This design comes from an exercise in tuning for small area, a short achievable clock period and few clock cycles on the open sky130 flow, not from production work. In this exercise RTL edits were held to simulation tests only and were not proved equivalent to the original.

==> trial 35: inputs <==
==> flow/design.v <==
module CPU_6507(
	output [12:0] addr_bus,
	output reg [7:0] d_out,
	input [7:0] d_in,
	output reg wenb,
	input clk,
	input rstb,
	input rdy
);
localparam T0 = 5'd0, T1 = 5'd1, ABS2 = 5'd2, IDX = 5'd3, BR = 5'd4, BRFIX = 5'd5;
localparam DATA = 5'd8, MOD = 5'd9, WR = 5'd10, PLO = 5'd11, PHI = 5'd12, PHIJ = 5'd13;
localparam PUSHH = 5'd16, PUSHL = 5'd17, PUSHR = 5'd18, SINC = 5'd19, PULLP = 5'd20, PULLL = 5'd21, PULLH = 5'd22, PULLA = 5'd23;
reg [7:0] A, X, Y, S;
reg N, V, D, I, Z, C;
reg [15:0] PC;
reg [7:0] IR, DL, ABL;
reg [4:0] ABH;
reg [4:0] st;
wire [7:0] P = {N, V, 2'b00, D, I, Z, C};
assign addr_bus = st[4] ? {5'b00001, S} : st[3] ? {ABH, ABL} : PC[12:0];
wire [2:0] aaa = IR[7:5];
wire [2:0] bbb = IR[4:2];
wire [1:0] cc = IR[1:0];
wire g1 = cc == 2'b01;
wire g2 = cc == 2'b10;
wire g0 = cc == 2'b00;
wire m_imm = (g1 & bbb == 3'b010) | (~g1 & bbb == 3'b000 & aaa[2]);
wire m_zp = bbb == 3'b001;
wire m_zpi = bbb == 3'b101;
wire m_izx = g1 & bbb == 3'b000;
wire m_izy = g1 & bbb == 3'b100;
wire m_absi = bbb == 3'b111 | (g1 & bbb == 3'b110);
wire use_y = (g1 & (bbb == 3'b110 | bbb == 3'b100)) | (g2 & aaa[2:1] == 2'b10);
wire is_store = aaa == 3'b100 & ~(g0 & ~bbb[0]) & ~(g2 & bbb[1:0] == 2'b10);
wire is_rmw = g2 & ~(aaa[2:1] == 2'b10) & bbb[0];
wire is_branch = g0 & bbb == 3'b100;
wire is_jmp = IR == 8'h4C;
wire is_jmpi = IR == 8'h6C;
wire is_jsr = IR == 8'h20;
wire is_brk = IR == 8'h00;
reg take;
always @(*) begin
	case (aaa[2:1])
		2'b00: take = N;
		2'b01: take = V;
		2'b10: take = C;
		default: take = Z;
	endcase
	take = take == aaa[0];
end
localparam OP_ADD = 3'd0, OP_AND = 3'd1, OP_OR = 3'd2, OP_EOR = 3'd3, OP_SHL = 3'd4, OP_SHR = 3'd5;
localparam [7:0] SA = 8'h80, SX = 8'h40, SY = 8'h20, SS = 8'h10, SPL = 8'h08, SPH = 8'h04, SAL = 8'h02, SDL = 8'h01, S0 = 8'h00;
localparam [1:0] MDL = 2'b10, MNDL = 2'b11, M00 = 2'b00, MFF = 2'b01;
localparam [1:0] C0 = 2'b00, C1 = 2'b10, CC = 2'b01;
function [14:0] cw;
	input [7:0] r; input [1:0] m; input [1:0] c; input [2:0] o;
	cw = {r, m, c, o};
endfunction
localparam [14:0] CW_NONE = 15'd0;
localparam [14:0] CW_SDEC = {SS, MFF, C0, OP_ADD};
localparam [14:0] CW_SINC = {SS, M00, C1, OP_ADD};
localparam [14:0] CW_ALINC = {SAL, M00, C1, OP_ADD};
reg [14:0] cw_exec;
always @(*) begin
	casez (IR)
		8'b000???01: cw_exec = {SA, MDL, C0, OP_OR};
		8'b001???01: cw_exec = {SA, MDL, C0, OP_AND};
		8'b010???01: cw_exec = {SA, MDL, C0, OP_EOR};
		8'b011???01: cw_exec = {SA, MDL, CC, OP_ADD};
		8'b111???01: cw_exec = {SA, MNDL, CC, OP_ADD};
		8'b110???01: cw_exec = {SA, MNDL, C1, OP_ADD};
		8'b111???00: cw_exec = {SX, MNDL, C1, OP_ADD};
		8'b110???00: cw_exec = {SY, MNDL, C1, OP_ADD};
		8'b001???00: cw_exec = {SA, MDL, C0, OP_AND};
		default: cw_exec = {S0, MDL, C0, OP_OR};    
	endcase
end
reg [14:0] cw_mod;
always @(*) begin
	case (aaa)
		3'b000: cw_mod = {SDL, M00, C0, OP_SHL};
		3'b001: cw_mod = {SDL, M00, CC, OP_SHL};
		3'b010: cw_mod = {SDL, M00, C0, OP_SHR};
		3'b011: cw_mod = {SDL, M00, CC, OP_SHR};
		3'b110: cw_mod = {SDL, MFF, C0, OP_ADD};
		default: cw_mod = {SDL, M00, C1, OP_ADD};
	endcase
end
wire [7:0] idxsel = use_y ? SY : SX;
reg [14:0] cw_op;
always @(*) begin
	casez (d_in)
		8'b00?0_1010: cw_op = {SA, M00, C0, OP_SHL} | {8'h0, 2'b0, 1'b0, d_in[5], 3'b0};
		8'b01?0_1010: cw_op = {SA, M00, C0, OP_SHR} | {8'h0, 2'b0, 1'b0, d_in[5], 3'b0};
		8'h8A, 8'h9A: cw_op = {SX, M00, C0, OP_OR};
		8'hAA, 8'hA8: cw_op = {SA, M00, C0, OP_OR};
		8'hBA: cw_op = {SS, M00, C0, OP_OR};
		8'h98: cw_op = {SY, M00, C0, OP_OR};
		8'hE8: cw_op = {SX, M00, C1, OP_ADD};
		8'hCA: cw_op = {SX, MFF, C0, OP_ADD};
		8'hC8: cw_op = {SY, M00, C1, OP_ADD};
		8'h88: cw_op = {SY, MFF, C0, OP_ADD};
		8'h08, 8'h48, 8'h00: cw_op = CW_SDEC;
		default: cw_op = CW_SINC;
	endcase
end
reg [14:0] cw_nx;
always @(*) begin
	case (st)
		T0: cw_nx = cw_op;
		T1: begin
			if (m_imm) cw_nx = cw_exec;
			else if (is_branch) cw_nx = {SPL, MDL, C0, OP_ADD};
			else if (m_izy) cw_nx = CW_ALINC;
			else if (m_zpi | m_izx) cw_nx = {idxsel, MDL, C0, OP_ADD};
			else cw_nx = {m_absi ? idxsel : S0, MDL, C0, OP_ADD};
		end
		IDX: cw_nx = CW_ALINC;
		ABS2: cw_nx = is_jsr ? CW_SDEC : CW_ALINC;
		PLO: cw_nx = {m_izy ? SY : S0, MDL, C0, OP_ADD};
		DATA: cw_nx = is_rmw ? cw_mod : cw_exec;
		BR: cw_nx = {SPH, 1'b0, DL[7], ~DL[7], 1'b0, OP_ADD};
		PUSHH, PUSHL: cw_nx = CW_SDEC;
		PUSHR: cw_nx = CW_ALINC;
		SINC, PULLP: cw_nx = CW_SINC;
		PULLA: cw_nx = cw_exec;
		default: cw_nx = CW_NONE;
	endcase
end
reg [14:0] cwr;
wire rA = cwr[14], rX = cwr[13], rY = cwr[12], rS = cwr[11], rPL = cwr[10], rPH = cwr[9], rAL = cwr[8], rDL = cwr[7];
wire mEn = cwr[6], mInv = cwr[5], cOne = cwr[4], cC = cwr[3];
wire [2:0] op = cwr[2:0];
wire [7:0] R = ({8{rA}} & A) | ({8{rX}} & X) | ({8{rY}} & Y) | ({8{rS}} & S) |
	({8{rPL}} & PC[7:0]) | ({8{rPH}} & PC[15:8]) | ({8{rAL}} & ABL) | ({8{rDL}} & DL);
wire [7:0] M = ({8{mEn}} & DL) ^ {8{mInv}};
wire cin = cOne | (cC & C);
wire [8:0] sum = {1'b0, R} + {1'b0, M} + {8'b0, cin};
reg [7:0] res;
reg cout;
always @(*) begin
	cout = sum[8];
	case (op)
		OP_ADD: res = sum[7:0];
		OP_AND: res = R & M;
		OP_OR: res = R | M;
		OP_EOR: res = R ^ M;
		OP_SHL: begin res = {R[6:0], cin}; cout = R[7]; end
		default: begin res = {cin, R[7:1]}; cout = R[0]; end
	endcase
end
wire ovf = (R[7] == M[7]) & (res[7] != R[7]);
reg wA, wX, wY, wS, wNZ, wC, wV, bitop;
always @(*) begin
	wA = 0; wX = 0; wY = 0; wS = 0; wNZ = 0; wC = 0; wV = 0; bitop = 0;
	case (st)
		T0: begin
			casez (IR)
				8'b0?0???01, 8'b001???01: begin wA = 1; wNZ = 1; end
				8'b101???01, 8'h68: begin wA = 1; wNZ = 1; end
				8'b011???01, 8'b111???01: begin wA = 1; wNZ = 1; wC = 1; wV = 1; end
				8'b110???01, 8'hE0, 8'hE4, 8'hEC, 8'hC0, 8'hC4, 8'hCC: begin wNZ = 1; wC = 1; end
				8'hA2, 8'hA6, 8'hAE, 8'hB6, 8'hBE: begin wX = 1; wNZ = 1; end
				8'hA0, 8'hA4, 8'hAC, 8'hB4, 8'hBC: begin wY = 1; wNZ = 1; end
				8'h24, 8'h2C: begin wNZ = 1; bitop = 1; wV = 1; end
				8'hAA, 8'hBA, 8'hE8, 8'hCA: begin wX = 1; wNZ = 1; end
				8'hA8, 8'hC8, 8'h88: begin wY = 1; wNZ = 1; end
				8'h8A, 8'h98: begin wA = 1; wNZ = 1; end
				8'h9A: wS = 1;
				8'h0A, 8'h2A, 8'h4A, 8'h6A: begin wA = 1; wNZ = 1; wC = 1; end
				default: ;
			endcase
		end
		MOD: begin wNZ = 1; wC = ~aaa[2]; end
		PUSHH, PUSHL, PUSHR, SINC, PULLL: wS = 1;
		PULLP: wS = ~IR[3];
		default: ;
	endcase
end
reg [4:0] ns;
always @(*) begin
	ns = T0;
	case (st)
		T0: begin
			if ((d_in[3:0] == 4'h8 & (d_in[7] | d_in[4])) | (d_in[3:0] == 4'hA & (d_in[7] | ~d_in[4])))
				ns = T0;
			else if (d_in == 8'h08 || d_in == 8'h48) ns = PUSHR;
			else if (d_in == 8'h00) ns = PUSHH;
			else if (d_in == 8'h28 || d_in == 8'h68 || d_in == 8'h40 || d_in == 8'h60) ns = SINC;
			else ns = T1;
		end
		T1: begin
			if (m_imm) ns = T0;
			else if (is_branch) ns = take ? BR : T0;
			else if (m_zp) ns = DATA;
			else if (m_zpi | m_izx) ns = IDX;
			else if (m_izy) ns = PLO;
			else ns = ABS2;
		end
		IDX: ns = m_izx ? PLO : DATA;
		ABS2: ns = is_jmp ? T0 : is_jsr ? PUSHH : is_jmpi ? PLO : DATA;
		PLO: ns = (is_jmpi | is_brk) ? PHIJ : PHI;
		PHI: ns = DATA;
		PHIJ: ns = T0;
		DATA: ns = is_rmw ? MOD : T0;
		MOD: ns = WR;
		WR: ns = T0;
		BR: ns = (cout != DL[7]) ? BRFIX : T0;
		BRFIX: ns = T0;
		PUSHH: ns = PUSHL;
		PUSHL: ns = is_brk ? PUSHR : T0;
		PUSHR: ns = is_brk ? PLO : T0;
		SINC: ns = IR[3] ? (IR[6] ? PULLA : PULLP) : (IR[5] ? PULLL : PULLP);
		PULLP: ns = IR[3] ? T0 : PULLL;
		PULLL: ns = PULLH;
		PULLH: ns = T0;
		PULLA: ns = T0;
		default: ns = T0;
	endcase
end
always @(*) begin
	if (st[4]) begin
		case (st[1:0])
			2'b00: d_out = PC[15:8];
			2'b01: d_out = PC[7:0];
			default: d_out = IR[6] ? A : P;
		endcase
	end else if (st[1]) d_out = DL;
	else d_out = cc[0] ? A : cc[1] ? X : Y;
end
wire [15:0] PCinc = PC + 16'd1;
wire [4:0] dinc = d_in[4:0] + 5'd1;
wire [4:0] ABHc = cout ? dinc : d_in[4:0];
always @(posedge clk) begin
	if (!rstb) begin
		st <= PLO;
		IR <= 8'h00;
		ABL <= 8'hFC;
		ABH <= 5'h1F;
		wenb <= 1'b1;
		cwr <= CW_ALINC;
		A <= 0; X <= 0; Y <= 0; S <= 0;
		N <= 0; V <= 0; D <= 0; I <= 1; Z <= 1; C <= 0;
	end else if (rdy) begin
		st <= ns;
		cwr <= cw_nx;
		wenb <= ~(ns == WR || ns == PUSHH || ns == PUSHL || ns == PUSHR || (ns == DATA && is_store));
		if (wA) A <= res;
		if (wX) X <= res;
		if (wY) Y <= res;
		if (wS) S <= res;
		if (wNZ) begin N <= bitop ? M[7] : res[7]; Z <= res == 8'h00; end
		if (wC) C <= cout;
		if (wV) V <= bitop ? M[6] : ovf;
		case (st)
			T0: begin
				IR <= d_in;
				PC <= PCinc;
				casez (IR)
					8'b00?11000: C <= IR[5];
					8'b01?11000: I <= IR[5];
					8'hB8: V <= 1'b0;
					8'b11?11000: D <= IR[5];
					default: ;
				endcase
			end
			T1: begin
				DL <= d_in;
				PC <= PCinc;
				ABL <= d_in;
				ABH <= 5'd0;
			end
			IDX: begin ABL <= res; ABH <= 5'd0; end
			ABS2: begin
				if (is_jmp) PC <= {d_in, DL};
				else PC <= PCinc;
				if (is_jsr) ABL <= d_in;
				else begin ABL <= res; ABH <= ABHc; end
			end
			PLO: begin DL <= d_in; ABL <= res; end
			PHI: begin ABL <= res; ABH <= ABHc; end
			PHIJ: PC <= {d_in, DL};
			DATA: DL <= d_in;
			MOD: DL <= res;
			BR: PC[7:0] <= res;
			BRFIX: PC[15:8] <= res;
			PUSHH: if (is_jsr) PC[15:8] <= ABL;
			PUSHL: if (is_jsr) PC[7:0] <= DL;
			PUSHR: if (is_brk) begin I <= 1'b1; ABL <= 8'hFE; ABH <= 5'h1F; end
			PULLP: begin N <= d_in[7]; V <= d_in[6]; D <= d_in[3]; I <= d_in[2]; Z <= d_in[1]; C <= d_in[0]; end
			PULLL: PC[7:0] <= d_in;
			PULLH: PC[15:8] <= d_in;
			PULLA: DL <= d_in;
			default: ;
		endcase
	end
end
endmodule
==> flow/run.sh <==
#!/bin/bash
# synth_recipe.tcl (not shown) runs the flow's synth.tcl, then flattens the netlist and writes it again
# the make line also repeats each setting of config.mk as NAME=value (left out here)
make -C /OpenROAD-flow-scripts/flow DESIGN_CONFIG=/design/flow/config.mk WORK_HOME=/design/flow/orfs CLKGATE_MAP_FILE= SYNTH_SCRIPT=/design/flow/synth_recipe.tcl finish
==> flow/config.mk <==
export PLATFORM = sky130hd
export DESIGN_NAME = CPU_6507
export DESIGN_NICKNAME = CPU_6507
export VERILOG_FILES = /design/flow/design.v
export SDC_FILE = /design/flow/constraint.sdc
export NUM_CORES = 4
export LEC_CHECK = 0
export ABC_AREA = 1
export CAP_MARGIN = 20
export CORE_MARGIN = 2
export CORE_UTILIZATION = 60
export SETUP_SLACK_MARGIN = 5
export SLEW_MARGIN = 20
==> flow/constraint.sdc <==
create_clock -name core_clock -period 9.0 [get_ports {clk}]
set_input_delay 1.8000 -clock core_clock [delete_from_list [all_inputs] [get_ports {clk}]]
set_output_delay 1.8000 -clock core_clock [all_outputs]
set_load 0.01 [all_outputs]
==> inputs of build 76, as changes to trial 35 <==
Settings changed: ABC_AREA 1 to not set, CORE_UTILIZATION 60 to 40, SETUP_SLACK_MARGIN 5 to not set.
==> impl_metrics.toml <==
[status]
status = "complete, no violations"

[place]
dpl_cell_area_um2 = 9430

[detailed_routing]
dr_wl_met2_um = 14600
post_drt_via_cell_ratio = 6.57
routed_wirelength_um = 33900

[sta]
relSlewSlack = 0.236

[pwr]
p_switching_mw = 0.470

[finish]
drive_gt1_frac = 0.0805

[yosys]
synth_common_cells = "nand2_1 (130), dfxtp_1 (80), nor2_1 (80)"
# the run above: build 76

==> impl_metrics.toml <==
[status]
status = "complete, no violations"

[pwr]
p_switching_mw = 0.544

[detailed_routing]
post_drt_via_cell_ratio = 6.53

[finish]
drive_gt1_frac = 0.0940

[sta]
relSlewSlack = 0.432
# the run above: trial 35

Testbench counts of trial 35, summed over its fixed seeds: cycles 244,174.
Testbench counts of build 76, summed over its fixed seeds: cycles 244,174.

==> afterwards: timing with drivers on the ports <==
Ports are ideal in the flow. The routed layouts listed here were re-timed in OpenROAD.
Step 1: set_driving_cell puts a clkbuf_16 on clk and a buf_2 on each other input, an assumption about the parent block.
Step 2 adds t to the input delays and takes it off the output delays; t is the mean of the earliest and latest rising clock arrival at the registers after step 1. Input paths then give back, and output paths get back, about the clock's delay inside the block.
Slacks: no drivers / after step 1 / after step 2; pairs: no drivers / after step 1.
| run | t (ns) | setup WS [ns] | worst register clock-pin slew, ns | worst data-port slew with drivers (ns) |
|---|---|---|---|---|
| trial 35 | 0.403 | 5.019 / 5.007 / 4.642 | 0.08 / 0.08 | 0.03 |
| build 76 | 0.415 | 4.286 / 4.309 / 3.894 | 0.09 / 0.09 | 0.03 |
After both steps every run listed still meets setup and hold. The setup slack of build 76, which loses most, moves by +0.023 ns with the drivers and by -0.392 ns with both steps.
